What follows belongs to an exercise in optimizing a design on an open flow for small area and a short achievable clock period; a production flow would make more cautious choices. At most, simulation tests tie the RTL to the original design; equivalence was not proved. Function not checked in run 2: the RTL went through the layout flow alone. Power and IR drop assume default switching activity.

## flow/design.v (module list and top-level ports; edited modules follow where they fit)
// module mac_unit: 28 lines
// module pe_array: 843 lines
module pe_array  #(parameter WIDTH =4,k = {WIDTH*3{1'b0}})(       
input wire [WIDTH-1:0] sw_output_1,                             
input wire [WIDTH-1:0] sw_output_2,
input wire [WIDTH-1:0] sw_output_3,
input wire [WIDTH-1:0] sw_output_4,
input wire [WIDTH-1:0] sw_output_5,
input wire [WIDTH-1:0] sw_output_6,
input wire [WIDTH-1:0] sw_output_7,
input wire [WIDTH-1:0] sw_output_8,
input wire [WIDTH-1:0] sw_output_9,
input wire [WIDTH-1:0] sw_output_10,
input wire [WIDTH-1:0] sw_output_11,
input wire [WIDTH-1:0] sw_output_12,
input wire [WIDTH-1:0] sw_output_13,
input wire [WIDTH-1:0] sw_output_14,
input wire [WIDTH-1:0] sw_output_15,
input wire [WIDTH-1:0] sw_output_16,
input wire [WIDTH-1:0] sw_output_17,
input wire [WIDTH-1:0] sw_output_18,
input wire [WIDTH-1:0] sw_output_19,
input wire [WIDTH-1:0] sw_output_20,
input wire [WIDTH-1:0] sw_output_21,
input wire [WIDTH-1:0] sw_output_22,
input wire [WIDTH-1:0] sw_output_23,
input wire [WIDTH-1:0] sw_output_24,
input wire [WIDTH-1:0] sw_output_25,
input wire [WIDTH-1:0] sw_output_26,
input wire [WIDTH-1:0] sw_output_27,
input wire [WIDTH-1:0] sw_output_28,
input wire [WIDTH-1:0] sw_output_29,
input wire [WIDTH-1:0] sw_output_30,
input wire [WIDTH-1:0] sw_output_31,
input wire [WIDTH-1:0] sw_output_32,
input wire [WIDTH-1:0] sw_output_33,
input wire [WIDTH-1:0] sw_output_34,
input wire [WIDTH-1:0] sw_output_35,
input wire [WIDTH-1:0] sw_output_36,
input wire [WIDTH-1:0] sw_output_37,
input wire [WIDTH-1:0] sw_output_38,
  // ...
==> flow/run.sh <==
#!/bin/bash
# synth_recipe.tcl (not shown) runs the flow's synth.tcl, then flattens the netlist and writes it again
# the make line also repeats each setting of config.mk as NAME=value (left out here)
make -C /OpenROAD-flow-scripts/flow DESIGN_CONFIG=/design/flow/config.mk WORK_HOME=/design/flow/orfs CLKGATE_MAP_FILE= SYNTH_SCRIPT=/design/flow/synth_recipe.tcl finish
==> flow/config.mk <==
export PLATFORM = sky130hd
export DESIGN_NAME = pe_array
export DESIGN_NICKNAME = pe_array
export VERILOG_FILES = /design/flow/design.v
export SDC_FILE = /design/flow/constraint.sdc
export NUM_CORES = 4
export LEC_CHECK = 0
export CAP_MARGIN = 20
export CORE_MARGIN = 2
export CORE_UTILIZATION = 40
export SLEW_MARGIN = 20
==> flow/constraint.sdc <==
create_clock -name core_clock -period 4.5 [get_ports {clk}]
set_input_delay 0.9000 -clock core_clock [delete_from_list [all_inputs] [get_ports {clk}]]
set_output_delay 0.9000 -clock core_clock [all_outputs]
set_load 0.01 [all_outputs]
==> flow_summary.yaml, run 1 <==
sta:
  period_needed_ps: 4120
  fin_hold_ws_ps: 415
  relSlewSlack: 0.403
  fin_ws_ps: 381
  hold_violations: 0
critical_path:
  cp-end-kind: "register"
  cp-start-kind: "register"
  crit_fanout: 4
  critical_path_buf_inv_count: 1
  crit_end: "mac_unit_24.acc[11]"
finish:
  antenna_cells: 25
  final_area_mm2: 0.150
  num-nets-final: 16500
  largest_cell_class: "multi-input gates"
  drive_gt1_frac: 0.0432
  nFillCells: 30000
  nClkBuffers: 369
min_path:
  hold_depth: 1
global_routing:
  grt_pass1_vias: 80900
  antenna_found_initial: 60
  globalRoute.busiestLayer: "met2"
synthesis:
  yosys.area_share.simple: 0.214
  syn_area_per_cell_um2: 10.2
  ys.flop_type: "dfxtp_1"
  synth_top_family_by_area: "adder cells"
  synthTopCellsByArea: "dfxtp_1 37%, ha_1 17%, fa_1 13%"
place:
  dp_hpwl_um: 201000
run_status:
  status: "finished clean"
floorplanning:
  fp.dieH_um: 571
  start_util: 0.401
  tap_cells: 4305
  num_rows: 208
pwr:
  p_per_area_mw_per_mm2: 329
clock_tree:
  postCtsHoldBufs: 0
  cts_made_buffers: 278
routing:
  route.met2.wl_um: 119000
  viasPerCell: 4.50
  first_pass_iters: 5
  ant_nets: 0
==> inputs of run 2 (changes only) <==
==> flow/design.v (replaced) <==
module mac_1_8 (
  input  wire [3:0] w,
  input  wire [3:0] i,
  input  wire [0:0] psum,
  input  wire mask,
  input  wire kill,
  output wire [7:0] sum
);
wire [0:0] pk = mask ? 1'd0 : psum;
wire [15:0] pp;
genvar a, b;
generate for (a = 0; a < 4; a = a + 1) begin : ga
  for (b = 0; b < 4; b = b + 1) begin : gb
    assign pp[4*a+b] = w[a] & i[b] & ~kill;
  end
end endgenerate
wire t1 = pp[3] ^ pp[6];
wire t2 = pp[3] & pp[6];
wire t3 = pp[7] ^ pp[10];
wire t4 = pp[7] & pp[10];
wire t5 = pp[2] ^ pp[5];
wire t6 = pp[2] & pp[5];
wire t7 = pp[9] ^ pp[12] ^ t1;
wire t8 = (pp[9] & pp[12]) | (pp[9] & t1) | (pp[12] & t1);
wire t9 = pp[13] ^ t3 ^ t2;
wire t10 = (pp[13] & t3) | (pp[13] & t2) | (t3 & t2);
wire t11 = pp[11] ^ pp[14] ^ t4;
wire t12 = (pp[11] & pp[14]) | (pp[11] & t4) | (pp[14] & t4);
wire [7:0] r0 = {1'b0, pp[15], t11, t9, t7, pp[8], pp[1], pp[0]};
wire [7:0] r1 = {1'b0, t12, t10, t8, t6, t5, pp[4], pk[0]};
wire t13 = pp[0] ^ pk[0];
wire t14 = pp[0] & pk[0];
wire t15 = pp[1] ^ pp[4] ^ t14;
wire t16 = (pp[1] & pp[4]) | (pp[1] & t14) | (pp[4] & t14);
wire t17 = pp[8] ^ t5 ^ t16;
wire t18 = (pp[8] & t5) | (pp[8] & t16) | (t5 & t16);
wire t19 = t7 ^ t6 ^ t18;
wire t20 = (t7 & t6) | (t7 & t18) | (t6 & t18);
wire t21 = t9 ^ t8 ^ t20;
wire t22 = (t9 & t8) | (t9 & t20) | (t8 & t20);
wire t23 = t11 ^ t10 ^ t22;
wire t24 = (t11 & t10) | (t11 & t22) | (t10 & t22);
wire t25 = pp[15] ^ t12 ^ t24;
wire t26 = (pp[15] & t12) | (pp[15] & t24) | (t12 & t24);
assign sum = {t26, t25, t23, t21, t19, t17, t15, t13};
endmodule
module mac_8_9 (
  input  wire [3:0] w,
  input  wire [3:0] i,
  input  wire [7:0] psum,
  input  wire mask,
  input  wire kill,
  output wire [8:0] sum
);
wire [7:0] pk = mask ? 8'd0 : psum;
wire [15:0] pp;
genvar a, b;
generate for (a = 0; a < 4; a = a + 1) begin : ga
  for (b = 0; b < 4; b = b + 1) begin : gb
    assign pp[4*a+b] = w[a] & i[b] & ~kill;
  end
end endgenerate
wire t1 = pp[3] ^ pp[6];
wire t2 = pp[3] & pp[6];
wire t3 = pp[7] ^ pp[10];
wire t4 = pp[7] & pp[10];
wire t5 = pp[2] ^ pp[5];
wire t6 = pp[2] & pp[5];
wire t7 = pp[9] ^ pp[12] ^ pk[3];
wire t8 = (pp[9] & pp[12]) | (pp[9] & pk[3]) | (pp[12] & pk[3]);
wire t9 = pp[13] ^ pk[4] ^ t3;
wire t10 = (pp[13] & pk[4]) | (pp[13] & t3) | (pk[4] & t3);
wire t11 = pp[11] ^ pp[14] ^ pk[5];
wire t12 = (pp[11] & pp[14]) | (pp[11] & pk[5]) | (pp[14] & pk[5]);
wire t13 = pp[1] ^ pp[4];
wire t14 = pp[1] & pp[4];
wire t15 = pp[8] ^ pk[2] ^ t5;
wire t16 = (pp[8] & pk[2]) | (pp[8] & t5) | (pk[2] & t5);
wire t17 = t1 ^ t7 ^ t6;
wire t18 = (t1 & t7) | (t1 & t6) | (t7 & t6);
wire t19 = t2 ^ t9 ^ t8;
wire t20 = (t2 & t9) | (t2 & t8) | (t9 & t8);
wire t21 = t4 ^ t11 ^ t10;
wire t22 = (t4 & t11) | (t4 & t10) | (t11 & t10);
wire t23 = pp[15] ^ pk[6] ^ t12;
wire t24 = (pp[15] & pk[6]) | (pp[15] & t12) | (pk[6] & t12);
wire [8:0] r0 = {1'b0, pk[7], t23, t21, t19, t17, t15, pk[1], pp[0]};
wire [8:0] r1 = {1'b0, t24, t22, t20, t18, t16, t14, t13, pk[0]};
wire t25 = pp[0] ^ pk[0];
wire t26 = pp[0] & pk[0];
wire t27 = pk[1] ^ t13 ^ t26;
wire t28 = (pk[1] & t13) | (pk[1] & t26) | (t13 & t26);
wire t29 = t15 ^ t14 ^ t28;
wire t30 = (t15 & t14) | (t15 & t28) | (t14 & t28);
wire t31 = t17 ^ t16 ^ t30;
wire t32 = (t17 & t16) | (t17 & t30) | (t16 & t30);
wire t33 = t19 ^ t18 ^ t32;
wire t34 = (t19 & t18) | (t19 & t32) | (t18 & t32);
wire t35 = t21 ^ t20 ^ t34;
wire t36 = (t21 & t20) | (t21 & t34) | (t20 & t34);
wire t37 = t23 ^ t22 ^ t36;
wire t38 = (t23 & t22) | (t23 & t36) | (t22 & t36);
wire t39 = pk[7] ^ t24 ^ t38;
wire t40 = (pk[7] & t24) | (pk[7] & t38) | (t24 & t38);
assign sum = {t40, t39, t37, t35, t33, t31, t29, t27, t25};
endmodule
module mac_9_10 (
  input  wire [3:0] w,
  input  wire [3:0] i,
  input  wire [8:0] psum,
  input  wire mask,
  input  wire kill,
  output wire [9:0] sum
);
wire [8:0] pk = mask ? 9'd0 : psum;
wire [15:0] pp;
genvar a, b;
generate for (a = 0; a < 4; a = a + 1) begin : ga
  for (b = 0; b < 4; b = b + 1) begin : gb
    assign pp[4*a+b] = w[a] & i[b] & ~kill;
  end
end endgenerate
wire t1 = pp[3] ^ pp[6];
wire t2 = pp[3] & pp[6];
wire t3 = pp[7] ^ pp[10];
wire t4 = pp[7] & pp[10];
wire t5 = pp[2] ^ pp[5];
wire t6 = pp[2] & pp[5];
wire t7 = pp[9] ^ pp[12] ^ pk[3];
wire t8 = (pp[9] & pp[12]) | (pp[9] & pk[3]) | (pp[12] & pk[3]);
wire t9 = pp[13] ^ pk[4] ^ t3;
wire t10 = (pp[13] & pk[4]) | (pp[13] & t3) | (pk[4] & t3);
wire t11 = pp[11] ^ pp[14] ^ pk[5];
wire t12 = (pp[11] & pp[14]) | (pp[11] & pk[5]) | (pp[14] & pk[5]);
wire t13 = pp[1] ^ pp[4];
wire t14 = pp[1] & pp[4];
wire t15 = pp[8] ^ pk[2] ^ t5;
wire t16 = (pp[8] & pk[2]) | (pp[8] & t5) | (pk[2] & t5);
wire t17 = t1 ^ t7 ^ t6;
wire t18 = (t1 & t7) | (t1 & t6) | (t7 & t6);
wire t19 = t2 ^ t9 ^ t8;
wire t20 = (t2 & t9) | (t2 & t8) | (t9 & t8);
wire t21 = t4 ^ t11 ^ t10;
wire t22 = (t4 & t11) | (t4 & t10) | (t11 & t10);
wire t23 = pp[15] ^ pk[6] ^ t12;
wire t24 = (pp[15] & pk[6]) | (pp[15] & t12) | (pk[6] & t12);
wire [9:0] r0 = {1'b0, pk[8], pk[7], t23, t21, t19, t17, t15, pk[1], pp[0]};
wire [9:0] r1 = {1'b0, 1'b0, t24, t22, t20, t18, t16, t14, t13, pk[0]};
wire t25 = pp[0] ^ pk[0];
wire t26 = pp[0] & pk[0];
wire t27 = pk[1] ^ t13 ^ t26;
wire t28 = (pk[1] & t13) | (pk[1] & t26) | (t13 & t26);
wire t29 = t15 ^ t14 ^ t28;
wire t30 = (t15 & t14) | (t15 & t28) | (t14 & t28);
wire t31 = t17 ^ t16 ^ t30;
wire t32 = (t17 & t16) | (t17 & t30) | (t16 & t30);
wire t33 = t19 ^ t18 ^ t32;
wire t34 = (t19 & t18) | (t19 & t32) | (t18 & t32);
wire t35 = t21 ^ t20 ^ t34;
wire t36 = (t21 & t20) | (t21 & t34) | (t20 & t34);
wire t37 = t23 ^ t22 ^ t36;
wire t38 = (t23 & t22) | (t23 & t36) | (t22 & t36);
wire t39 = pk[7] ^ t24 ^ t38;
wire t40 = (pk[7] & t24) | (pk[7] & t38) | (t24 & t38);
wire t41 = pk[8] ^ t40;
wire t42 = pk[8] & t40;
assign sum = {t42, t41, t39, t37, t35, t33, t31, t29, t27, t25};
endmodule
module mac_10_10 (
  input  wire [3:0] w,
  input  wire [3:0] i,
  input  wire [9:0] psum,
  input  wire mask,
  input  wire kill,
  output wire [9:0] sum
);
wire [9:0] pk = mask ? 10'd0 : psum;
wire [15:0] pp;
genvar a, b;
generate for (a = 0; a < 4; a = a + 1) begin : ga
  for (b = 0; b < 4; b = b + 1) begin : gb
    assign pp[4*a+b] = w[a] & i[b] & ~kill;
  end
end endgenerate
wire t1 = pp[3] ^ pp[6];
wire t2 = pp[3] & pp[6];
wire t3 = pp[7] ^ pp[10];
wire t4 = pp[7] & pp[10];
wire t5 = pp[2] ^ pp[5];
wire t6 = pp[2] & pp[5];
wire t7 = pp[9] ^ pp[12] ^ pk[3];
wire t8 = (pp[9] & pp[12]) | (pp[9] & pk[3]) | (pp[12] & pk[3]);
wire t9 = pp[13] ^ pk[4] ^ t3;
wire t10 = (pp[13] & pk[4]) | (pp[13] & t3) | (pk[4] & t3);
wire t11 = pp[11] ^ pp[14] ^ pk[5];
wire t12 = (pp[11] & pp[14]) | (pp[11] & pk[5]) | (pp[14] & pk[5]);
wire t13 = pp[1] ^ pp[4];
wire t14 = pp[1] & pp[4];
wire t15 = pp[8] ^ pk[2] ^ t5;
wire t16 = (pp[8] & pk[2]) | (pp[8] & t5) | (pk[2] & t5);
wire t17 = t1 ^ t7 ^ t6;
wire t18 = (t1 & t7) | (t1 & t6) | (t7 & t6);
wire t19 = t2 ^ t9 ^ t8;
wire t20 = (t2 & t9) | (t2 & t8) | (t9 & t8);
wire t21 = t4 ^ t11 ^ t10;
wire t22 = (t4 & t11) | (t4 & t10) | (t11 & t10);
wire t23 = pp[15] ^ pk[6] ^ t12;
wire t24 = (pp[15] & pk[6]) | (pp[15] & t12) | (pk[6] & t12);
wire [9:0] r0 = {pk[9], pk[8], pk[7], t23, t21, t19, t17, t15, pk[1], pp[0]};
wire [9:0] r1 = {1'b0, 1'b0, t24, t22, t20, t18, t16, t14, t13, pk[0]};
wire t25 = pp[0] ^ pk[0];
wire t26 = pp[0] & pk[0];
wire t27 = pk[1] ^ t13 ^ t26;
wire t28 = (pk[1] & t13) | (pk[1] & t26) | (t13 & t26);
wire t29 = t15 ^ t14 ^ t28;
wire t30 = (t15 & t14) | (t15 & t28) | (t14 & t28);
wire t31 = t17 ^ t16 ^ t30;
wire t32 = (t17 & t16) | (t17 & t30) | (t16 & t30);
wire t33 = t19 ^ t18 ^ t32;
wire t34 = (t19 & t18) | (t19 & t32) | (t18 & t32);
wire t35 = t21 ^ t20 ^ t34;
wire t36 = (t21 & t20) | (t21 & t34) | (t20 & t34);
wire t37 = t23 ^ t22 ^ t36;
wire t38 = (t23 & t22) | (t23 & t36) | (t22 & t36);
wire t39 = pk[7] ^ t24 ^ t38;
wire t40 = (pk[7] & t24) | (pk[7] & t38) | (t24 & t38);
wire t41 = pk[8] ^ t40;
wire t42 = pk[8] & t40;
wire t43 = pk[9] ^ t42;
wire t44 = pk[9] & t42;
assign sum = {t43, t41, t39, t37, t35, t33, t31, t29, t27, t25};
endmodule
module mac_10_11 (
  input  wire [3:0] w,
  input  wire [3:0] i,
  input  wire [9:0] psum,
  input  wire mask,
  input  wire kill,
  output wire [10:0] sum
);
wire [9:0] pk = mask ? 10'd0 : psum;
wire [15:0] pp;
genvar a, b;
generate for (a = 0; a < 4; a = a + 1) begin : ga
  for (b = 0; b < 4; b = b + 1) begin : gb
    assign pp[4*a+b] = w[a] & i[b] & ~kill;
  end
end endgenerate
wire t1 = pp[3] ^ pp[6];
wire t2 = pp[3] & pp[6];
wire t3 = pp[7] ^ pp[10];
wire t4 = pp[7] & pp[10];
wire t5 = pp[2] ^ pp[5];
wire t6 = pp[2] & pp[5];
wire t7 = pp[9] ^ pp[12] ^ pk[3];
wire t8 = (pp[9] & pp[12]) | (pp[9] & pk[3]) | (pp[12] & pk[3]);
wire t9 = pp[13] ^ pk[4] ^ t3;
wire t10 = (pp[13] & pk[4]) | (pp[13] & t3) | (pk[4] & t3);
wire t11 = pp[11] ^ pp[14] ^ pk[5];
wire t12 = (pp[11] & pp[14]) | (pp[11] & pk[5]) | (pp[14] & pk[5]);
wire t13 = pp[1] ^ pp[4];
wire t14 = pp[1] & pp[4];
wire t15 = pp[8] ^ pk[2] ^ t5;
wire t16 = (pp[8] & pk[2]) | (pp[8] & t5) | (pk[2] & t5);
wire t17 = t1 ^ t7 ^ t6;
wire t18 = (t1 & t7) | (t1 & t6) | (t7 & t6);
wire t19 = t2 ^ t9 ^ t8;
wire t20 = (t2 & t9) | (t2 & t8) | (t9 & t8);
wire t21 = t4 ^ t11 ^ t10;
wire t22 = (t4 & t11) | (t4 & t10) | (t11 & t10);
wire t23 = pp[15] ^ pk[6] ^ t12;
wire t24 = (pp[15] & pk[6]) | (pp[15] & t12) | (pk[6] & t12);
wire [10:0] r0 = {1'b0, pk[9], pk[8], pk[7], t23, t21, t19, t17, t15, pk[1], pp[0]};
wire [10:0] r1 = {1'b0, 1'b0, 1'b0, t24, t22, t20, t18, t16, t14, t13, pk[0]};
wire t25 = pp[0] ^ pk[0];
wire t26 = pp[0] & pk[0];
wire t27 = pk[1] ^ t13 ^ t26;
wire t28 = (pk[1] & t13) | (pk[1] & t26) | (t13 & t26);
wire t29 = t15 ^ t14 ^ t28;
wire t30 = (t15 & t14) | (t15 & t28) | (t14 & t28);
wire t31 = t17 ^ t16 ^ t30;
wire t32 = (t17 & t16) | (t17 & t30) | (t16 & t30);
wire t33 = t19 ^ t18 ^ t32;
wire t34 = (t19 & t18) | (t19 & t32) | (t18 & t32);
wire t35 = t21 ^ t20 ^ t34;
wire t36 = (t21 & t20) | (t21 & t34) | (t20 & t34);
wire t37 = t23 ^ t22 ^ t36;
wire t38 = (t23 & t22) | (t23 & t36) | (t22 & t36);
wire t39 = pk[7] ^ t24 ^ t38;
wire t40 = (pk[7] & t24) | (pk[7] & t38) | (t24 & t38);
wire t41 = pk[8] ^ t40;
wire t42 = pk[8] & t40;
wire t43 = pk[9] ^ t42;
wire t44 = pk[9] & t42;
assign sum = {t44, t43, t41, t39, t37, t35, t33, t31, t29, t27, t25};
endmodule
module mac_11_11 (
  input  wire [3:0] w,
  input  wire [3:0] i,
  input  wire [10:0] psum,
  input  wire mask,
  input  wire kill,
  output wire [10:0] sum
);
wire [10:0] pk = mask ? 11'd0 : psum;
wire [15:0] pp;
genvar a, b;
generate for (a = 0; a < 4; a = a + 1) begin : ga
  for (b = 0; b < 4; b = b + 1) begin : gb
    assign pp[4*a+b] = w[a] & i[b] & ~kill;
  end
end endgenerate
wire t1 = pp[3] ^ pp[6];
wire t2 = pp[3] & pp[6];
wire t3 = pp[7] ^ pp[10];
wire t4 = pp[7] & pp[10];
wire t5 = pp[2] ^ pp[5];
wire t6 = pp[2] & pp[5];
wire t7 = pp[9] ^ pp[12] ^ pk[3];
wire t8 = (pp[9] & pp[12]) | (pp[9] & pk[3]) | (pp[12] & pk[3]);
wire t9 = pp[13] ^ pk[4] ^ t3;
wire t10 = (pp[13] & pk[4]) | (pp[13] & t3) | (pk[4] & t3);
wire t11 = pp[11] ^ pp[14] ^ pk[5];
wire t12 = (pp[11] & pp[14]) | (pp[11] & pk[5]) | (pp[14] & pk[5]);
wire t13 = pp[1] ^ pp[4];
wire t14 = pp[1] & pp[4];
wire t15 = pp[8] ^ pk[2] ^ t5;
wire t16 = (pp[8] & pk[2]) | (pp[8] & t5) | (pk[2] & t5);
wire t17 = t1 ^ t7 ^ t6;
wire t18 = (t1 & t7) | (t1 & t6) | (t7 & t6);
wire t19 = t2 ^ t9 ^ t8;
wire t20 = (t2 & t9) | (t2 & t8) | (t9 & t8);
wire t21 = t4 ^ t11 ^ t10;
wire t22 = (t4 & t11) | (t4 & t10) | (t11 & t10);
wire t23 = pp[15] ^ pk[6] ^ t12;
wire t24 = (pp[15] & pk[6]) | (pp[15] & t12) | (pk[6] & t12);
wire [10:0] r0 = {pk[10], pk[9], pk[8], pk[7], t23, t21, t19, t17, t15, pk[1], pp[0]};
wire [10:0] r1 = {1'b0, 1'b0, 1'b0, t24, t22, t20, t18, t16, t14, t13, pk[0]};
wire t25 = pp[0] ^ pk[0];
wire t26 = pp[0] & pk[0];
wire t27 = pk[1] ^ t13 ^ t26;
wire t28 = (pk[1] & t13) | (pk[1] & t26) | (t13 & t26);
wire t29 = t15 ^ t14 ^ t28;
wire t30 = (t15 & t14) | (t15 & t28) | (t14 & t28);
wire t31 = t17 ^ t16 ^ t30;
wire t32 = (t17 & t16) | (t17 & t30) | (t16 & t30);
wire t33 = t19 ^ t18 ^ t32;
wire t34 = (t19 & t18) | (t19 & t32) | (t18 & t32);
wire t35 = t21 ^ t20 ^ t34;
wire t36 = (t21 & t20) | (t21 & t34) | (t20 & t34);
wire t37 = t23 ^ t22 ^ t36;
wire t38 = (t23 & t22) | (t23 & t36) | (t22 & t36);
wire t39 = pk[7] ^ t24 ^ t38;
wire t40 = (pk[7] & t24) | (pk[7] & t38) | (t24 & t38);
wire t41 = pk[8] ^ t40;
wire t42 = pk[8] & t40;
wire t43 = pk[9] ^ t42;
wire t44 = pk[9] & t42;
wire t45 = pk[10] ^ t44;
wire t46 = pk[10] & t44;
assign sum = {t45, t43, t41, t39, t37, t35, t33, t31, t29, t27, t25};
endmodule
module pe_array (
  input wire [3:0] sw_output_1,
  input wire [3:0] sw_output_2,
  input wire [3:0] sw_output_3,
  input wire [3:0] sw_output_4,
  input wire [3:0] sw_output_5,
  input wire [3:0] sw_output_6,
  input wire [3:0] sw_output_7,
  input wire [3:0] sw_output_8,
  input wire [3:0] sw_output_9,
  input wire [3:0] sw_output_10,
  input wire [3:0] sw_output_11,
  input wire [3:0] sw_output_12,
  input wire [3:0] sw_output_13,
  input wire [3:0] sw_output_14,
  input wire [3:0] sw_output_15,
  input wire [3:0] sw_output_16,
  input wire [3:0] sw_output_17,
  input wire [3:0] sw_output_18,
  input wire [3:0] sw_output_19,
  input wire [3:0] sw_output_20,
  input wire [3:0] sw_output_21,
  input wire [3:0] sw_output_22,
  input wire [3:0] sw_output_23,
  input wire [3:0] sw_output_24,
  input wire [3:0] sw_output_25,
  input wire [3:0] sw_output_26,
  input wire [3:0] sw_output_27,
  input wire [3:0] sw_output_28,
  input wire [3:0] sw_output_29,
  input wire [3:0] sw_output_30,
  input wire [3:0] sw_output_31,
  input wire [3:0] sw_output_32,
  input wire [3:0] sw_output_33,
  input wire [3:0] sw_output_34,
  input wire [3:0] sw_output_35,
  input wire [3:0] sw_output_36,
  input wire [3:0] sw_output_37,
  input wire [3:0] sw_output_38,
  input wire [3:0] sw_output_39,
  input wire [3:0] sw_output_40,
  input wire [3:0] sw_output_41,
  input wire [3:0] sw_output_42,
  input wire [3:0] sw_output_43,
  input wire [3:0] sw_output_44,
  input wire [3:0] sw_output_45,
  input wire [3:0] sw_output_46,
  input wire [3:0] sw_output_47,
  input wire [3:0] sw_output_48,
  input wire [3:0] sw_output_49,
  input wire [3:0] sw_output_50,
  input wire [3:0] sw_output_51,
  input wire [3:0] sw_output_52,
  input wire [3:0] sw_output_53,
  input wire [3:0] sw_output_54,
  input wire [3:0] sw_output_55,
  input wire [3:0] sw_output_56,
  input wire [3:0] sw_output_57,
  input wire [3:0] sw_output_58,
  input wire [3:0] sw_output_59,
  input wire [3:0] sw_output_60,
  input wire [3:0] sw_output_61,
  input wire [3:0] sw_output_62,
  input wire [3:0] sw_output_63,
  input wire [3:0] sw_output_64,
  input wire [3:0] sw_output_65,
  input wire [3:0] sw_output_66,
  input wire [3:0] sw_output_67,
  input wire [3:0] sw_output_68,
  input wire [3:0] sw_output_69,
  input wire [3:0] sw_output_70,
  input wire [3:0] sw_output_71,
  input wire [3:0] sw_output_72,
  input wire [3:0] sw_output_73,
  input wire [3:0] sw_output_74,
  input wire [3:0] sw_output_75,
  input wire [3:0] sw_output_76,
  input wire [3:0] sw_output_77,
  input wire [3:0] sw_output_78,
  input wire [3:0] sw_output_79,
  input wire [3:0] sw_output_80,
  input wire [3:0] sw_output_81,
  input wire [3:0] sw_output_82,
  input wire [3:0] sw_output_83,
  input wire [3:0] sw_output_84,
  input wire [3:0] sw_output_85,
  input wire [3:0] sw_output_86,
  input wire [3:0] sw_output_87,
  input wire [3:0] sw_output_88,
  input wire [3:0] sw_output_89,
  input wire [3:0] sw_output_90,
  input wire [3:0] sw_output_91,
  input wire [3:0] sw_output_92,
  input wire [3:0] sw_output_93,
  input wire [3:0] sw_output_94,
  input wire [3:0] sw_output_95,
  input wire [3:0] sw_output_96,
  input wire [3:0] sw_output_97,
  input wire [3:0] sw_output_98,
  input wire [3:0] sw_output_99,
  input wire [3:0] sw_output_100,
  input wire [3:0] sw_output_101,
  input wire [3:0] sw_output_102,
  input wire [3:0] sw_output_103,
  input wire [3:0] sw_output_104,
  input wire [3:0] sw_output_105,
  input wire [3:0] sw_output_106,
  input wire [3:0] sw_output_107,
  input wire [3:0] sw_output_108,
  input wire [3:0] sw_output_109,
  input wire [3:0] sw_output_110,
  input wire [3:0] sw_output_111,
  input wire [3:0] sw_output_112,
  input wire [3:0] sw_output_113,
  input wire [3:0] sw_output_114,
  input wire [3:0] sw_output_115,
  input wire [3:0] sw_output_116,
  input wire [3:0] sw_output_117,
  input wire [3:0] sw_output_118,
  input wire [3:0] sw_output_119,
  input wire [3:0] sw_output_120,
  input wire [3:0] sw_output_121,
  input wire [3:0] sw_output_122,
  input wire [3:0] sw_output_123,
  input wire [3:0] sw_output_124,
  input wire [3:0] sw_output_125,
  input wire [3:0] sw_output_126,
  input wire [3:0] sw_output_127,
  input wire [3:0] sw_output_128,
  input wire [3:0] sw_output_129,
  input wire [3:0] sw_output_130,
  input wire [3:0] sw_output_131,
  input wire [3:0] sw_output_132,
  input wire [3:0] sw_output_133,
  input wire [3:0] sw_output_134,
  input wire [3:0] sw_output_135,
  input wire [3:0] sw_output_136,
  input wire [3:0] sw_output_137,
  input wire [3:0] sw_output_138,
  input wire [3:0] sw_output_139,
  input wire [3:0] sw_output_140,
  input wire [3:0] sw_output_141,
  input wire [3:0] sw_output_142,
  input wire [3:0] sw_output_143,
  input wire [3:0] sw_output_144,
  input wire [3:0] sw_output_145,
  input wire [3:0] sw_output_146,
  input wire [3:0] sw_output_147,
  input wire [3:0] sw_output_148,
  input wire [3:0] sw_output_149,
  input wire [3:0] sw_output_150,
  input wire [3:0] sw_output_151,
  input wire [3:0] sw_output_152,
  input wire [3:0] sw_output_153,
  input wire [3:0] sw_output_154,
  input wire [3:0] sw_output_155,
  input wire [3:0] sw_output_156,
  input wire [3:0] sw_output_157,
  input wire [3:0] sw_output_158,
  input wire [3:0] sw_output_159,
  input wire [3:0] sw_output_160,
  input wire [3:0] sw_output_161,
  input wire [3:0] sw_output_162,
  input wire clk,
  input wire reset,
  input wire pe_array_enable,
  output wire [11:0] final_output_1,
  output wire [11:0] final_output_2,
  output wire [11:0] final_output_3,
  output wire [11:0] final_output_4,
  output wire [11:0] final_output_5,
  output wire [11:0] final_output_6,
  output wire [11:0] final_output_7,
  output wire [11:0] final_output_8,
  output wire [11:0] final_output_9
);
reg reset_d;
always @(posedge clk) reset_d <= reset;
wire [7:0] m_0_0;
mac_1_8 pe_0_0 (.w(sw_output_1), .i(sw_output_82), .psum(1'b0), .mask(reset_d), .kill(1'b0), .sum(m_0_0));
reg [7:0] s_0_0;
always @(posedge clk) s_0_0 <= reset ? 8'd0 : m_0_0;
reg [7:0] d_0_0;
always @(posedge clk) d_0_0 <= s_0_0;
wire [8:0] m_0_1;
mac_8_9 pe_0_1 (.w(sw_output_2), .i(sw_output_83), .psum(d_0_0), .mask(reset_d), .kill(1'b0), .sum(m_0_1));
reg [8:0] s_0_1;
always @(posedge clk) s_0_1 <= reset ? 9'd0 : m_0_1;
reg [8:0] d_0_1;
always @(posedge clk) d_0_1 <= s_0_1;
wire [9:0] m_0_2;
mac_9_10 pe_0_2 (.w(sw_output_3), .i(sw_output_84), .psum(d_0_1), .mask(reset_d), .kill(1'b0), .sum(m_0_2));
reg [9:0] s_0_2;
always @(posedge clk) s_0_2 <= reset ? 10'd0 : m_0_2;
reg [9:0] d_0_2;
always @(posedge clk) d_0_2 <= s_0_2;
wire [9:0] m_0_3;
mac_10_10 pe_0_3 (.w(sw_output_4), .i(sw_output_85), .psum(d_0_2), .mask(reset_d), .kill(1'b0), .sum(m_0_3));
reg [9:0] s_0_3;
always @(posedge clk) s_0_3 <= reset ? 10'd0 : m_0_3;
reg [9:0] d_0_3;
always @(posedge clk) d_0_3 <= s_0_3;
wire [10:0] m_0_4;
mac_10_11 pe_0_4 (.w(sw_output_5), .i(sw_output_86), .psum(d_0_3), .mask(reset_d), .kill(1'b0), .sum(m_0_4));
reg [10:0] s_0_4;
always @(posedge clk) s_0_4 <= reset ? 11'd0 : m_0_4;
reg [10:0] d_0_4;
always @(posedge clk) d_0_4 <= s_0_4;
wire [10:0] m_0_5;
mac_11_11 pe_0_5 (.w(sw_output_6), .i(sw_output_87), .psum(d_0_4), .mask(reset_d), .kill(1'b0), .sum(m_0_5));
reg [10:0] s_0_5;
always @(posedge clk) s_0_5 <= reset ? 11'd0 : m_0_5;
reg [10:0] d_0_5;
always @(posedge clk) d_0_5 <= s_0_5;
wire [10:0] m_0_6;
mac_11_11 pe_0_6 (.w(sw_output_7), .i(sw_output_88), .psum(d_0_5), .mask(reset_d), .kill(1'b0), .sum(m_0_6));
reg [10:0] s_0_6;
always @(posedge clk) s_0_6 <= reset ? 11'd0 : m_0_6;
reg [10:0] d_0_6;
always @(posedge clk) d_0_6 <= s_0_6;
wire [10:0] m_0_7;
mac_11_11 pe_0_7 (.w(sw_output_8), .i(sw_output_89), .psum(d_0_6), .mask(reset_d), .kill(1'b0), .sum(m_0_7));
reg [10:0] s_0_7;
always @(posedge clk) s_0_7 <= reset ? 11'd0 : m_0_7;
reg [10:0] d_0_7;
always @(posedge clk) d_0_7 <= s_0_7;
wire [10:0] m_0_8;
mac_11_11 pe_0_8 (.w(sw_output_9), .i(sw_output_90), .psum(d_0_7), .mask(reset_d), .kill(1'b0), .sum(m_0_8));
reg [10:0] s_0_8;
always @(posedge clk) s_0_8 <= reset ? 11'd0 : m_0_8;
reg [10:0] o_0;
always @(posedge clk) o_0 <= reset ? 11'd0 : s_0_8;
assign final_output_1 = {1'b0, o_0 & {11{pe_array_enable}}};
wire [7:0] m_1_0;
mac_1_8 pe_1_0 (.w(sw_output_10), .i(sw_output_91), .psum(1'b0), .mask(reset_d), .kill(1'b0), .sum(m_1_0));
reg [7:0] s_1_0;
always @(posedge clk) s_1_0 <= reset ? 8'd0 : m_1_0;
reg [7:0] d_1_0;
always @(posedge clk) d_1_0 <= s_1_0;
wire [8:0] m_1_1;
mac_8_9 pe_1_1 (.w(sw_output_11), .i(sw_output_92), .psum(d_1_0), .mask(reset_d), .kill(1'b0), .sum(m_1_1));
reg [8:0] s_1_1;
always @(posedge clk) s_1_1 <= reset ? 9'd0 : m_1_1;
reg [8:0] d_1_1;
always @(posedge clk) d_1_1 <= s_1_1;
wire [9:0] m_1_2;
mac_9_10 pe_1_2 (.w(sw_output_12), .i(sw_output_93), .psum(d_1_1), .mask(reset_d), .kill(1'b0), .sum(m_1_2));
reg [9:0] s_1_2;
always @(posedge clk) s_1_2 <= reset ? 10'd0 : m_1_2;
reg [9:0] d_1_2;
always @(posedge clk) d_1_2 <= s_1_2;
wire [9:0] m_1_3;
mac_10_10 pe_1_3 (.w(sw_output_13), .i(sw_output_94), .psum(d_1_2), .mask(reset_d), .kill(1'b0), .sum(m_1_3));
reg [9:0] s_1_3;
always @(posedge clk) s_1_3 <= reset ? 10'd0 : m_1_3;
reg [9:0] d_1_3;
always @(posedge clk) d_1_3 <= s_1_3;
wire [10:0] m_1_4;
mac_10_11 pe_1_4 (.w(sw_output_14), .i(sw_output_95), .psum(d_1_3), .mask(reset_d), .kill(1'b0), .sum(m_1_4));
reg [10:0] s_1_4;
always @(posedge clk) s_1_4 <= reset ? 11'd0 : m_1_4;
reg [10:0] d_1_4;
always @(posedge clk) d_1_4 <= s_1_4;
wire [10:0] m_1_5;
mac_11_11 pe_1_5 (.w(sw_output_15), .i(sw_output_96), .psum(d_1_4), .mask(reset_d), .kill(1'b0), .sum(m_1_5));
reg [10:0] s_1_5;
always @(posedge clk) s_1_5 <= reset ? 11'd0 : m_1_5;
reg [10:0] d_1_5;
always @(posedge clk) d_1_5 <= s_1_5;
wire [10:0] m_1_6;
mac_11_11 pe_1_6 (.w(sw_output_16), .i(sw_output_97), .psum(d_1_5), .mask(reset_d), .kill(1'b0), .sum(m_1_6));
reg [10:0] s_1_6;
always @(posedge clk) s_1_6 <= reset ? 11'd0 : m_1_6;
reg [10:0] d_1_6;
always @(posedge clk) d_1_6 <= s_1_6;
wire [10:0] m_1_7;
mac_11_11 pe_1_7 (.w(sw_output_17), .i(sw_output_98), .psum(d_1_6), .mask(reset_d), .kill(1'b0), .sum(m_1_7));
reg [10:0] s_1_7;
always @(posedge clk) s_1_7 <= reset ? 11'd0 : m_1_7;
reg [10:0] d_1_7;
always @(posedge clk) d_1_7 <= s_1_7;
wire [10:0] m_1_8;
mac_11_11 pe_1_8 (.w(sw_output_18), .i(sw_output_99), .psum(d_1_7), .mask(reset_d), .kill(1'b0), .sum(m_1_8));
reg [10:0] s_1_8;
always @(posedge clk) s_1_8 <= reset ? 11'd0 : m_1_8;
reg [10:0] o_1;
always @(posedge clk) o_1 <= reset ? 11'd0 : s_1_8;
assign final_output_2 = {1'b0, o_1 & {11{pe_array_enable}}};
wire [7:0] m_2_0;
mac_1_8 pe_2_0 (.w(sw_output_19), .i(sw_output_100), .psum(1'b0), .mask(reset_d), .kill(1'b0), .sum(m_2_0));
reg [7:0] s_2_0;
always @(posedge clk) s_2_0 <= reset ? 8'd0 : m_2_0;
reg [7:0] d_2_0;
always @(posedge clk) d_2_0 <= s_2_0;
wire [8:0] m_2_1;
mac_8_9 pe_2_1 (.w(sw_output_20), .i(sw_output_101), .psum(d_2_0), .mask(reset_d), .kill(1'b0), .sum(m_2_1));
reg [8:0] s_2_1;
always @(posedge clk) s_2_1 <= reset ? 9'd0 : m_2_1;
reg [8:0] d_2_1;
always @(posedge clk) d_2_1 <= s_2_1;
wire [9:0] m_2_2;
mac_9_10 pe_2_2 (.w(sw_output_21), .i(sw_output_102), .psum(d_2_1), .mask(reset_d), .kill(1'b0), .sum(m_2_2));
reg [9:0] s_2_2;
always @(posedge clk) s_2_2 <= reset ? 10'd0 : m_2_2;
reg [9:0] d_2_2;
always @(posedge clk) d_2_2 <= s_2_2;
wire [9:0] m_2_3;
mac_10_10 pe_2_3 (.w(sw_output_22), .i(sw_output_103), .psum(d_2_2), .mask(reset_d), .kill(1'b0), .sum(m_2_3));
reg [9:0] s_2_3;
always @(posedge clk) s_2_3 <= reset ? 10'd0 : m_2_3;
reg [9:0] d_2_3;
always @(posedge clk) d_2_3 <= s_2_3;
wire [10:0] m_2_4;
mac_10_11 pe_2_4 (.w(sw_output_23), .i(sw_output_104), .psum(d_2_3), .mask(reset_d), .kill(1'b0), .sum(m_2_4));
reg [10:0] s_2_4;
always @(posedge clk) s_2_4 <= reset ? 11'd0 : m_2_4;
reg [10:0] d_2_4;
always @(posedge clk) d_2_4 <= s_2_4;
wire [10:0] m_2_5;
mac_11_11 pe_2_5 (.w(sw_output_24), .i(sw_output_105), .psum(d_2_4), .mask(reset_d), .kill(1'b0), .sum(m_2_5));
reg [10:0] s_2_5;
always @(posedge clk) s_2_5 <= reset ? 11'd0 : m_2_5;
reg [10:0] d_2_5;
always @(posedge clk) d_2_5 <= s_2_5;
wire [10:0] m_2_6;
mac_11_11 pe_2_6 (.w(sw_output_25), .i(sw_output_106), .psum(d_2_5), .mask(reset_d), .kill(1'b0), .sum(m_2_6));
reg [10:0] s_2_6;
always @(posedge clk) s_2_6 <= reset ? 11'd0 : m_2_6;
reg [10:0] d_2_6;
always @(posedge clk) d_2_6 <= s_2_6;
wire [10:0] m_2_7;
mac_11_11 pe_2_7 (.w(sw_output_26), .i(sw_output_107), .psum(d_2_6), .mask(reset_d), .kill(1'b0), .sum(m_2_7));
reg [10:0] s_2_7;
always @(posedge clk) s_2_7 <= reset ? 11'd0 : m_2_7;
reg [10:0] d_2_7;
always @(posedge clk) d_2_7 <= s_2_7;
wire [10:0] m_2_8;
mac_11_11 pe_2_8 (.w(sw_output_27), .i(sw_output_108), .psum(d_2_7), .mask(reset_d), .kill(1'b0), .sum(m_2_8));
reg [10:0] s_2_8;
always @(posedge clk) s_2_8 <= reset ? 11'd0 : m_2_8;
reg [10:0] o_2;
always @(posedge clk) o_2 <= reset ? 11'd0 : s_2_8;
assign final_output_3 = {1'b0, o_2 & {11{pe_array_enable}}};
wire [7:0] m_3_0;
mac_1_8 pe_3_0 (.w(sw_output_28), .i(sw_output_109), .psum(1'b0), .mask(reset_d), .kill(1'b0), .sum(m_3_0));
reg [7:0] s_3_0;
always @(posedge clk) s_3_0 <= reset ? 8'd0 : m_3_0;
reg [7:0] d_3_0;
always @(posedge clk) d_3_0 <= s_3_0;
wire [8:0] m_3_1;
mac_8_9 pe_3_1 (.w(sw_output_29), .i(sw_output_110), .psum(d_3_0), .mask(reset_d), .kill(1'b0), .sum(m_3_1));
reg [8:0] s_3_1;
always @(posedge clk) s_3_1 <= reset ? 9'd0 : m_3_1;
reg [8:0] d_3_1;
always @(posedge clk) d_3_1 <= s_3_1;
wire [9:0] m_3_2;
mac_9_10 pe_3_2 (.w(sw_output_30), .i(sw_output_111), .psum(d_3_1), .mask(reset_d), .kill(1'b0), .sum(m_3_2));
reg [9:0] s_3_2;
always @(posedge clk) s_3_2 <= reset ? 10'd0 : m_3_2;
reg [9:0] d_3_2;
always @(posedge clk) d_3_2 <= s_3_2;
wire [9:0] m_3_3;
mac_10_10 pe_3_3 (.w(sw_output_31), .i(sw_output_112), .psum(d_3_2), .mask(reset_d), .kill(1'b0), .sum(m_3_3));
reg [9:0] s_3_3;
always @(posedge clk) s_3_3 <= reset ? 10'd0 : m_3_3;
reg [9:0] d_3_3;
always @(posedge clk) d_3_3 <= s_3_3;
wire [10:0] m_3_4;
mac_10_11 pe_3_4 (.w(sw_output_32), .i(sw_output_113), .psum(d_3_3), .mask(reset_d), .kill(1'b0), .sum(m_3_4));
reg [10:0] s_3_4;
always @(posedge clk) s_3_4 <= reset ? 11'd0 : m_3_4;
reg [10:0] d_3_4;
always @(posedge clk) d_3_4 <= s_3_4;
wire [10:0] m_3_5;
mac_11_11 pe_3_5 (.w(sw_output_33), .i(sw_output_114), .psum(d_3_4), .mask(reset_d), .kill(1'b0), .sum(m_3_5));
reg [10:0] s_3_5;
always @(posedge clk) s_3_5 <= reset ? 11'd0 : m_3_5;
reg [10:0] d_3_5;
always @(posedge clk) d_3_5 <= s_3_5;
wire [10:0] m_3_6;
mac_11_11 pe_3_6 (.w(sw_output_34), .i(sw_output_115), .psum(d_3_5), .mask(reset_d), .kill(1'b0), .sum(m_3_6));
reg [10:0] s_3_6;
always @(posedge clk) s_3_6 <= reset ? 11'd0 : m_3_6;
reg [10:0] d_3_6;
always @(posedge clk) d_3_6 <= s_3_6;
wire [10:0] m_3_7;
mac_11_11 pe_3_7 (.w(sw_output_35), .i(sw_output_116), .psum(d_3_6), .mask(reset_d), .kill(1'b0), .sum(m_3_7));
reg [10:0] s_3_7;
always @(posedge clk) s_3_7 <= reset ? 11'd0 : m_3_7;
reg [10:0] d_3_7;
always @(posedge clk) d_3_7 <= s_3_7;
wire [10:0] m_3_8;
mac_11_11 pe_3_8 (.w(sw_output_36), .i(sw_output_117), .psum(d_3_7), .mask(reset_d), .kill(1'b0), .sum(m_3_8));
reg [10:0] s_3_8;
always @(posedge clk) s_3_8 <= reset ? 11'd0 : m_3_8;
reg [10:0] o_3;
always @(posedge clk) o_3 <= reset ? 11'd0 : s_3_8;
assign final_output_4 = {1'b0, o_3 & {11{pe_array_enable}}};
wire [7:0] m_4_0;
mac_1_8 pe_4_0 (.w(sw_output_37), .i(sw_output_118), .psum(1'b0), .mask(reset_d), .kill(1'b0), .sum(m_4_0));
reg [7:0] s_4_0;
always @(posedge clk) s_4_0 <= reset ? 8'd0 : m_4_0;
reg [7:0] d_4_0;
always @(posedge clk) d_4_0 <= s_4_0;
wire [8:0] m_4_1;
mac_8_9 pe_4_1 (.w(sw_output_38), .i(sw_output_119), .psum(d_4_0), .mask(reset_d), .kill(1'b0), .sum(m_4_1));
reg [8:0] s_4_1;
always @(posedge clk) s_4_1 <= reset ? 9'd0 : m_4_1;
reg [8:0] d_4_1;
always @(posedge clk) d_4_1 <= s_4_1;
wire [9:0] m_4_2;
mac_9_10 pe_4_2 (.w(sw_output_39), .i(sw_output_120), .psum(d_4_1), .mask(reset_d), .kill(1'b0), .sum(m_4_2));
reg [9:0] s_4_2;
always @(posedge clk) s_4_2 <= reset ? 10'd0 : m_4_2;
reg [9:0] d_4_2;
always @(posedge clk) d_4_2 <= s_4_2;
wire [9:0] m_4_3;
mac_10_10 pe_4_3 (.w(sw_output_40), .i(sw_output_121), .psum(d_4_2), .mask(reset_d), .kill(1'b0), .sum(m_4_3));
reg [9:0] s_4_3;
always @(posedge clk) s_4_3 <= reset ? 10'd0 : m_4_3;
reg [9:0] d_4_3;
always @(posedge clk) d_4_3 <= s_4_3;
wire [10:0] m_4_4;
mac_10_11 pe_4_4 (.w(sw_output_41), .i(sw_output_122), .psum(d_4_3), .mask(reset_d), .kill(1'b0), .sum(m_4_4));
reg [10:0] s_4_4;
always @(posedge clk) s_4_4 <= reset ? 11'd0 : m_4_4;
reg [10:0] d_4_4;
always @(posedge clk) d_4_4 <= s_4_4;
wire [10:0] m_4_5;
mac_11_11 pe_4_5 (.w(sw_output_42), .i(sw_output_123), .psum(d_4_4), .mask(reset_d), .kill(1'b0), .sum(m_4_5));
reg [10:0] s_4_5;
always @(posedge clk) s_4_5 <= reset ? 11'd0 : m_4_5;
reg [10:0] d_4_5;
always @(posedge clk) d_4_5 <= s_4_5;
wire [10:0] m_4_6;
mac_11_11 pe_4_6 (.w(sw_output_43), .i(sw_output_124), .psum(d_4_5), .mask(reset_d), .kill(1'b0), .sum(m_4_6));
reg [10:0] s_4_6;
always @(posedge clk) s_4_6 <= reset ? 11'd0 : m_4_6;
reg [10:0] d_4_6;
always @(posedge clk) d_4_6 <= s_4_6;
wire [10:0] m_4_7;
mac_11_11 pe_4_7 (.w(sw_output_44), .i(sw_output_125), .psum(d_4_6), .mask(reset_d), .kill(1'b0), .sum(m_4_7));
reg [10:0] s_4_7;
always @(posedge clk) s_4_7 <= reset ? 11'd0 : m_4_7;
reg [10:0] d_4_7;
always @(posedge clk) d_4_7 <= s_4_7;
wire [10:0] m_4_8;
mac_11_11 pe_4_8 (.w(sw_output_45), .i(sw_output_126), .psum(d_4_7), .mask(reset_d), .kill(1'b0), .sum(m_4_8));
reg [10:0] s_4_8;
always @(posedge clk) s_4_8 <= reset ? 11'd0 : m_4_8;
reg [10:0] o_4;
always @(posedge clk) o_4 <= reset ? 11'd0 : s_4_8;
assign final_output_5 = {1'b0, o_4 & {11{pe_array_enable}}};
wire [7:0] m_5_0;
mac_1_8 pe_5_0 (.w(sw_output_46), .i(sw_output_127), .psum(1'b0), .mask(reset_d), .kill(1'b0), .sum(m_5_0));
reg [7:0] s_5_0;
always @(posedge clk) s_5_0 <= reset ? 8'd0 : m_5_0;
reg [7:0] d_5_0;
always @(posedge clk) d_5_0 <= s_5_0;
wire [8:0] m_5_1;
mac_8_9 pe_5_1 (.w(sw_output_47), .i(sw_output_128), .psum(d_5_0), .mask(reset_d), .kill(1'b0), .sum(m_5_1));
reg [8:0] s_5_1;
always @(posedge clk) s_5_1 <= reset ? 9'd0 : m_5_1;
reg [8:0] d_5_1;
always @(posedge clk) d_5_1 <= s_5_1;
wire [9:0] m_5_2;
mac_9_10 pe_5_2 (.w(sw_output_48), .i(sw_output_129), .psum(d_5_1), .mask(reset_d), .kill(1'b0), .sum(m_5_2));
reg [9:0] s_5_2;
always @(posedge clk) s_5_2 <= reset ? 10'd0 : m_5_2;
reg [9:0] d_5_2;
always @(posedge clk) d_5_2 <= s_5_2;
wire [9:0] m_5_3;
mac_10_10 pe_5_3 (.w(sw_output_49), .i(sw_output_130), .psum(d_5_2), .mask(reset_d), .kill(1'b0), .sum(m_5_3));
reg [9:0] s_5_3;
always @(posedge clk) s_5_3 <= reset ? 10'd0 : m_5_3;
reg [9:0] d_5_3;
always @(posedge clk) d_5_3 <= s_5_3;
wire [10:0] m_5_4;
mac_10_11 pe_5_4 (.w(sw_output_50), .i(sw_output_131), .psum(d_5_3), .mask(reset_d), .kill(1'b0), .sum(m_5_4));
reg [10:0] s_5_4;
always @(posedge clk) s_5_4 <= reset ? 11'd0 : m_5_4;
reg [10:0] d_5_4;
always @(posedge clk) d_5_4 <= s_5_4;
wire [10:0] m_5_5;
mac_11_11 pe_5_5 (.w(sw_output_51), .i(sw_output_132), .psum(d_5_4), .mask(reset_d), .kill(1'b0), .sum(m_5_5));
reg [10:0] s_5_5;
always @(posedge clk) s_5_5 <= reset ? 11'd0 : m_5_5;
reg [10:0] d_5_5;
always @(posedge clk) d_5_5 <= s_5_5;
wire [10:0] m_5_6;
mac_11_11 pe_5_6 (.w(sw_output_52), .i(sw_output_133), .psum(d_5_5), .mask(reset_d), .kill(1'b0), .sum(m_5_6));
reg [10:0] s_5_6;
always @(posedge clk) s_5_6 <= reset ? 11'd0 : m_5_6;
reg [10:0] d_5_6;
always @(posedge clk) d_5_6 <= s_5_6;
wire [10:0] m_5_7;
mac_11_11 pe_5_7 (.w(sw_output_53), .i(sw_output_134), .psum(d_5_6), .mask(reset_d), .kill(1'b0), .sum(m_5_7));
reg [10:0] s_5_7;
always @(posedge clk) s_5_7 <= reset ? 11'd0 : m_5_7;
reg [10:0] d_5_7;
always @(posedge clk) d_5_7 <= s_5_7;
wire [10:0] m_5_8;
mac_11_11 pe_5_8 (.w(sw_output_54), .i(sw_output_135), .psum(d_5_7), .mask(reset_d), .kill(1'b0), .sum(m_5_8));
reg [10:0] s_5_8;
always @(posedge clk) s_5_8 <= reset ? 11'd0 : m_5_8;
reg [10:0] o_5;
always @(posedge clk) o_5 <= reset ? 11'd0 : s_5_8;
assign final_output_6 = {1'b0, o_5 & {11{pe_array_enable}}};
wire [7:0] m_6_0;
mac_1_8 pe_6_0 (.w(sw_output_55), .i(sw_output_136), .psum(1'b0), .mask(reset_d), .kill(1'b0), .sum(m_6_0));
reg [7:0] s_6_0;
always @(posedge clk) s_6_0 <= reset ? 8'd0 : m_6_0;
reg [7:0] d_6_0;
always @(posedge clk) d_6_0 <= s_6_0;
wire [8:0] m_6_1;
mac_8_9 pe_6_1 (.w(sw_output_56), .i(sw_output_137), .psum(d_6_0), .mask(reset_d), .kill(1'b0), .sum(m_6_1));
reg [8:0] s_6_1;
always @(posedge clk) s_6_1 <= reset ? 9'd0 : m_6_1;
reg [8:0] d_6_1;
always @(posedge clk) d_6_1 <= s_6_1;
wire [9:0] m_6_2;
mac_9_10 pe_6_2 (.w(sw_output_57), .i(sw_output_138), .psum(d_6_1), .mask(reset_d), .kill(1'b0), .sum(m_6_2));
reg [9:0] s_6_2;
always @(posedge clk) s_6_2 <= reset ? 10'd0 : m_6_2;
reg [9:0] d_6_2;
always @(posedge clk) d_6_2 <= s_6_2;
wire [9:0] m_6_3;
mac_10_10 pe_6_3 (.w(sw_output_58), .i(sw_output_139), .psum(d_6_2), .mask(reset_d), .kill(1'b0), .sum(m_6_3));
reg [9:0] s_6_3;
always @(posedge clk) s_6_3 <= reset ? 10'd0 : m_6_3;
reg [9:0] d_6_3;
always @(posedge clk) d_6_3 <= s_6_3;
wire [10:0] m_6_4;
mac_10_11 pe_6_4 (.w(sw_output_59), .i(sw_output_140), .psum(d_6_3), .mask(reset_d), .kill(1'b0), .sum(m_6_4));
reg [10:0] s_6_4;
always @(posedge clk) s_6_4 <= reset ? 11'd0 : m_6_4;
reg [10:0] d_6_4;
always @(posedge clk) d_6_4 <= s_6_4;
wire [10:0] m_6_5;
mac_11_11 pe_6_5 (.w(sw_output_60), .i(sw_output_141), .psum(d_6_4), .mask(reset_d), .kill(1'b0), .sum(m_6_5));
reg [10:0] s_6_5;
always @(posedge clk) s_6_5 <= reset ? 11'd0 : m_6_5;
reg [10:0] d_6_5;
always @(posedge clk) d_6_5 <= s_6_5;
wire [10:0] m_6_6;
mac_11_11 pe_6_6 (.w(sw_output_61), .i(sw_output_142), .psum(d_6_5), .mask(reset_d), .kill(1'b0), .sum(m_6_6));
reg [10:0] s_6_6;
always @(posedge clk) s_6_6 <= reset ? 11'd0 : m_6_6;
reg [10:0] d_6_6;
always @(posedge clk) d_6_6 <= s_6_6;
wire [10:0] m_6_7;
mac_11_11 pe_6_7 (.w(sw_output_62), .i(sw_output_143), .psum(d_6_6), .mask(reset_d), .kill(1'b0), .sum(m_6_7));
reg [10:0] s_6_7;
always @(posedge clk) s_6_7 <= reset ? 11'd0 : m_6_7;
reg [10:0] d_6_7;
always @(posedge clk) d_6_7 <= s_6_7;
wire [10:0] m_6_8;
mac_11_11 pe_6_8 (.w(sw_output_63), .i(sw_output_144), .psum(d_6_7), .mask(reset_d), .kill(1'b0), .sum(m_6_8));
reg [10:0] s_6_8;
always @(posedge clk) s_6_8 <= reset ? 11'd0 : m_6_8;
reg [10:0] o_6;
always @(posedge clk) o_6 <= reset ? 11'd0 : s_6_8;
assign final_output_7 = {1'b0, o_6 & {11{pe_array_enable}}};
wire [7:0] m_7_0;
mac_1_8 pe_7_0 (.w(sw_output_64), .i(sw_output_145), .psum(1'b0), .mask(reset_d), .kill(1'b0), .sum(m_7_0));
reg [7:0] s_7_0;
always @(posedge clk) s_7_0 <= reset ? 8'd0 : m_7_0;
reg [7:0] d_7_0;
always @(posedge clk) d_7_0 <= s_7_0;
wire [8:0] m_7_1;
mac_8_9 pe_7_1 (.w(sw_output_65), .i(sw_output_146), .psum(d_7_0), .mask(reset_d), .kill(1'b0), .sum(m_7_1));
reg [8:0] s_7_1;
always @(posedge clk) s_7_1 <= reset ? 9'd0 : m_7_1;
reg [8:0] d_7_1;
always @(posedge clk) d_7_1 <= s_7_1;
wire [9:0] m_7_2;
mac_9_10 pe_7_2 (.w(sw_output_66), .i(sw_output_147), .psum(d_7_1), .mask(reset_d), .kill(1'b0), .sum(m_7_2));
reg [9:0] s_7_2;
always @(posedge clk) s_7_2 <= reset ? 10'd0 : m_7_2;
reg [9:0] d_7_2;
always @(posedge clk) d_7_2 <= s_7_2;
wire [9:0] m_7_3;
mac_10_10 pe_7_3 (.w(sw_output_67), .i(sw_output_148), .psum(d_7_2), .mask(reset_d), .kill(1'b0), .sum(m_7_3));
reg [9:0] s_7_3;
always @(posedge clk) s_7_3 <= reset ? 10'd0 : m_7_3;
reg [9:0] d_7_3;
always @(posedge clk) d_7_3 <= s_7_3;
wire [10:0] m_7_4;
mac_10_11 pe_7_4 (.w(sw_output_68), .i(sw_output_149), .psum(d_7_3), .mask(reset_d), .kill(1'b0), .sum(m_7_4));
reg [10:0] s_7_4;
always @(posedge clk) s_7_4 <= reset ? 11'd0 : m_7_4;
reg [10:0] d_7_4;
always @(posedge clk) d_7_4 <= s_7_4;
wire [10:0] m_7_5;
mac_11_11 pe_7_5 (.w(sw_output_69), .i(sw_output_150), .psum(d_7_4), .mask(reset_d), .kill(1'b0), .sum(m_7_5));
reg [10:0] s_7_5;
always @(posedge clk) s_7_5 <= reset ? 11'd0 : m_7_5;
reg [10:0] d_7_5;
always @(posedge clk) d_7_5 <= s_7_5;
wire [10:0] m_7_6;
mac_11_11 pe_7_6 (.w(sw_output_70), .i(sw_output_151), .psum(d_7_5), .mask(reset_d), .kill(1'b0), .sum(m_7_6));
reg [10:0] s_7_6;
always @(posedge clk) s_7_6 <= reset ? 11'd0 : m_7_6;
reg [10:0] d_7_6;
always @(posedge clk) d_7_6 <= s_7_6;
wire [10:0] m_7_7;
mac_11_11 pe_7_7 (.w(sw_output_71), .i(sw_output_152), .psum(d_7_6), .mask(reset_d), .kill(1'b0), .sum(m_7_7));
reg [10:0] s_7_7;
always @(posedge clk) s_7_7 <= reset ? 11'd0 : m_7_7;
reg [10:0] d_7_7;
always @(posedge clk) d_7_7 <= s_7_7;
wire [10:0] m_7_8;
mac_11_11 pe_7_8 (.w(sw_output_72), .i(sw_output_153), .psum(d_7_7), .mask(reset_d), .kill(1'b0), .sum(m_7_8));
reg [10:0] s_7_8;
always @(posedge clk) s_7_8 <= reset ? 11'd0 : m_7_8;
reg [10:0] o_7;
always @(posedge clk) o_7 <= reset ? 11'd0 : s_7_8;
assign final_output_8 = {1'b0, o_7 & {11{pe_array_enable}}};
wire [7:0] m_8_0;
mac_1_8 pe_8_0 (.w(sw_output_73), .i(sw_output_154), .psum(1'b0), .mask(reset_d), .kill(1'b0), .sum(m_8_0));
reg [7:0] s_8_0;
always @(posedge clk) s_8_0 <= reset ? 8'd0 : m_8_0;
reg [7:0] d_8_0;
always @(posedge clk) d_8_0 <= s_8_0;
wire [8:0] m_8_1;
mac_8_9 pe_8_1 (.w(sw_output_74), .i(sw_output_155), .psum(d_8_0), .mask(reset_d), .kill(1'b0), .sum(m_8_1));
reg [8:0] s_8_1;
always @(posedge clk) s_8_1 <= reset ? 9'd0 : m_8_1;
reg [8:0] d_8_1;
always @(posedge clk) d_8_1 <= s_8_1;
wire [9:0] m_8_2;
mac_9_10 pe_8_2 (.w(sw_output_75), .i(sw_output_156), .psum(d_8_1), .mask(reset_d), .kill(1'b0), .sum(m_8_2));
reg [9:0] s_8_2;
always @(posedge clk) s_8_2 <= reset ? 10'd0 : m_8_2;
reg [9:0] d_8_2;
always @(posedge clk) d_8_2 <= s_8_2;
wire [9:0] m_8_3;
mac_10_10 pe_8_3 (.w(sw_output_76), .i(sw_output_157), .psum(d_8_2), .mask(reset_d), .kill(1'b0), .sum(m_8_3));
reg [9:0] s_8_3;
always @(posedge clk) s_8_3 <= reset ? 10'd0 : m_8_3;
reg [9:0] d_8_3;
always @(posedge clk) d_8_3 <= s_8_3;
wire [10:0] m_8_4;
mac_10_11 pe_8_4 (.w(sw_output_77), .i(sw_output_158), .psum(d_8_3), .mask(reset_d), .kill(1'b0), .sum(m_8_4));
reg [10:0] s_8_4;
always @(posedge clk) s_8_4 <= reset ? 11'd0 : m_8_4;
reg [10:0] d_8_4;
always @(posedge clk) d_8_4 <= s_8_4;
wire [10:0] m_8_5;
mac_11_11 pe_8_5 (.w(sw_output_78), .i(sw_output_159), .psum(d_8_4), .mask(reset_d), .kill(1'b0), .sum(m_8_5));
reg [10:0] s_8_5;
always @(posedge clk) s_8_5 <= reset ? 11'd0 : m_8_5;
reg [10:0] d_8_5;
always @(posedge clk) d_8_5 <= s_8_5;
wire [10:0] m_8_6;
mac_11_11 pe_8_6 (.w(sw_output_79), .i(sw_output_160), .psum(d_8_5), .mask(reset_d), .kill(1'b0), .sum(m_8_6));
reg [10:0] s_8_6;
always @(posedge clk) s_8_6 <= reset ? 11'd0 : m_8_6;
reg [10:0] d_8_6;
always @(posedge clk) d_8_6 <= s_8_6;
wire [10:0] m_8_7;
mac_11_11 pe_8_7 (.w(sw_output_80), .i(sw_output_161), .psum(d_8_6), .mask(reset_d), .kill(1'b0), .sum(m_8_7));
reg [10:0] s_8_7;
always @(posedge clk) s_8_7 <= reset ? 11'd0 : m_8_7;
reg [10:0] d_8_7;
always @(posedge clk) d_8_7 <= s_8_7;
wire [10:0] m_8_8;
mac_11_11 pe_8_8 (.w(sw_output_81), .i(sw_output_162), .psum(d_8_7), .mask(reset_d), .kill(1'b0), .sum(m_8_8));
reg [10:0] s_8_8;
always @(posedge clk) s_8_8 <= reset ? 11'd0 : m_8_8;
reg [10:0] o_8;
always @(posedge clk) o_8 <= reset ? 11'd0 : s_8_8;
assign final_output_9 = {1'b0, o_8 & {11{pe_array_enable}}};
endmodule
==> flow/config.mk (replaced) <==
export PLATFORM = sky130hd
export DESIGN_NAME = pe_array
export DESIGN_NICKNAME = pe_array
export VERILOG_FILES = /design/flow/design.v
export SDC_FILE = /design/flow/constraint.sdc
export NUM_CORES = 4
export LEC_CHECK = 0
export CAP_MARGIN = 20
export CORE_MARGIN = 2
export CORE_UTILIZATION = 40
export GPL_TIMING_DRIVEN = 0
export SLEW_MARGIN = 20
==> run 2 against run 1 <==
The layout now fails its checks (setup timing). Cell area decreased by 29%. Area after synthesis decreased by 33%. Combinational power increased by 150%. Flip-flop and latch count decreased by 719. Register-to-register slack got worse by 540 ps. Critical endpoint is now s_0_6[10]. Largest power group is now registers.
==> flow_summary.yaml, run 2 <==
finish:
  multiInputGateArea_mm2: 0.0492
  final_cell_mix: "1656 x dfxtp_1, 1121 x nor2b_1, 1044 x and2_1, 968 x inv_1, 920 x fa_1"
  layout_commonest_cell: "dfxtp_1"
  syn2layout_area_growth_pct: 25.1
  drive_gt1_frac: 0.117
  num-nets-final: 11100
  fin_cells: 11800
  final_area_mm2: 0.107
  nFillCells: 19300
  seq_area_mm2: 0.0332
pwr:
  p_total_w: 0.0442
  p_per_area_mw_per_mm2: 411
  p_leak_nw: 47.7
  ir_drop_mv: 0.340
clock_tree:
  worstSkewPairLatency_ps: 840
  htree_num_levels: 4
  clock-sinks: 1657
  cts_made_buffers: 179
  cts_root_buf: "clkbuf_16"
  path_clk_slew_ps: 60
  cts_tree: "built"
  clockBufferDepth: 3
  postCtsHoldBufs: 0
synthesis:
  yosysSeqAreaShare: 0.386
  async_reset_ff_frac: 0
  synth-edff-count: 0
  yosys_warnings: 1
  synthTopCellsByArea: "dfxtp_1 39%, fa_1 27%, nor2b_1 8.3%"
  netlist_area_mm2: 0.0858
  synth.cells.most_frequent: "1657 x dfxtp_1, 1152 x fa_1, 1143 x nor2b_1, 1053 x inv_1, 1044 x and2_1"
  syn_area_per_cell_um2: 11.1
  netlist_instances: 7716
  yosys.area.top_type: "dfxtp_1"
  yosys_register_bits: 1657
  yosysTopAreaCellShare: 0.386
  synth.most_common_cell: "dfxtp_1"
  ys.flop_type: "dfxtp_1"
  synthDistinctLibCells: 15
routing:
  first_pass_iters: 5
  drc_errors: 0
  wl_um: 248000
  via_count: 52400
  ant_nets: 0
  initialDrtViolationCount: 2097
  wire_per_inst_um: 21.0
  viasPerCell: 4.43
sta:
  relSlewSlack: 0.207
  fmax_mhz: 215
  period_needed_ps: 4660
  rsz0062_at_grt: "true"
  fin_ws_ps: -158
  skew_ps: 42.0
  setup_viol: 44
  finalCritPeriodShare: 1.04
  fin_setup_tns_ps: -3100
  maxSlewViolCount: 0
  hold_violations: 0
  tightest_slew_ps: 1190
global_routing:
  grt_use_total: 0.229
  grt_max_degree: 17
  grt_pass1_vias: 56200
  grt_pass1_wl_um: 361000
  overflow: 0
  antenna_found_initial: 145
floorplanning:
  die-area_mm2: 0.218
  fp.dieH_um: 467
  num_rows: 170
  ios: 759
  core-area_mm2: 0.214
  start_util: 0.401
  die_w_um: 467
critical_path:
  cp.arrival_ps: 5380
  cp-start-kind: "register"
  crit_fanout: 10
  crit_required_ps: 5220
  cp-end-kind: "register"
  critPathKind: "register to register"
min_path:
  min_path_type: "register to register"
place:
  dp.cells: 11300
  pre_cts_slack_ps: -1260
  placed_area_mm2: 0.0983
  globalplace.congestion: 0.904
  dp_hpwl_um: 198000
  portBuffers: 748
run_status:
  status: "finished with violations"
  violations: "setup timing"
flow_run:
  max-cap-violations: 0
## run 2: area by class of cell
type | instances | share of cell area
clock buffers | 255 | 0.0497
diodes | 83 | 0.00193
flip-flops and latches | 1657 | 0.309
multi-input cells | 4806 | 0.459
repair buffers | 855 | 0.0826
inverters | 1053 | 0.0368
plain buffers | 207 | 0.0187
clock inverters | 75 | 0.00965
well taps | 2838 | 0.0331
## run 2: path summary, 6_finish.rpt
| path | startpoint | to | slack [ps] | cells after the start |
|---|---|---|---|---|
| hold reg to reg | s_2_0[6] | d_2_0[6] | 290 | 0 |
| setup reg to reg | reset_d | s_0_6[10] | -160 | 21 |
| setup / recovery | reset_d | s_0_6[10] | -160 | 21 |
| hold / removal | s_2_0[6] | d_2_0[6] | 290 | 0 |
## run 2: logic make-up (layout without fill, tap and decap cells)
group	count (synthesis)	count (layout)	share of synthesized area
muxes	45	45	0.00590
buffers and inverters	1261	2445	0.0572
adders and majority gates	1656	1656	0.342
other	1	92	0.0000437
and+or+nand+nor	3096	3096	0.208
DFF	1657	1657	0.386
## run 2: worst max-delay path, stage by stage (launching register included)
cell	delay, ps
dfxtp_2	330
buf_12	150
buf_12	140
buf_12	160
buf_12	160
nand2b_4	160
fa_1	550
inv_1	60
fa_1	450
inv_1	80
fa_1	150
inv_1	50
fa_2	340
fa_2	370
fa_2	370
inv_2	70
fa_2	180
inv_1	40
ha_2	190
ha_4	150
nor2b_1	120
mux2_4	300
## run 2: stage by stage
| step | util | hold WS (ps) |
|---|---|---|
| after floorplan | - | 310 |
| after global placement | 0.456 | 310 |
| after detailed placement | 0.459 | 312 |
| after CTS | 0.496 | 295 |
| after global routing | 0.501 | 290 |
| final | 0.502 | 294 |
## run 2: timing repair
item                       CTS  global route
pin swaps                   14            67
setup buffers               35            50
cloned                       0             1
setup endpoints to repair  308           153
gates resized for setup    258           221
## run 2: power breakdown
group | total, W | switching (W) | internal (W)
logic | 0.0103 | 0.00524 | 0.00507
clock network | 0.0156 | 0.00620 | 0.00942
registers | 0.0182 | 0.000690 | 0.0175
## run 2: metal layers
layer / wire (um) / vias to the layer above / track usage
li1: - / 24900 / -
met1: 109000 / 26000 / 0.300
met2: 115000 / 1095 / 0.370
met3: 13700 / 448 / 0.0457
met4: 10300 / 72 / 0.0953
met5: 464 / - / 0

port drivers added, routing unchanged:
Ports are ideal in the flow. The routed layouts listed here were re-timed in OpenROAD. Step 1 assumes that a clkbuf_16 drives the clock port and a buf_2 every other input. Step 2 moves the port delays by t, midway between the first and last clock arrival at a register: inputs arrive t later, outputs are due t later. That takes back most of the time a late clock gives input paths. a / b / c = ideal / step 1 / step 2; a / b = the first two.
run	t, ns	setup slack, ns	hold slack, ns	slew at the worst register clock pin (ns)	worst slew at a driven data input, ns
run 1	0.966	0.381 / 0.381 / 0.381	0.415 / 0.415 / 0.415	0.06 / 0.06	0.28
run 2	0.908	-0.158 / -0.187 / -0.918	0.294 / 0.294 / 0.294	0.07 / 0.07	0.83
For run 2, which loses most, drivers alone change the setup slack by -0.029 ns; drivers and shift together by -0.760 ns.
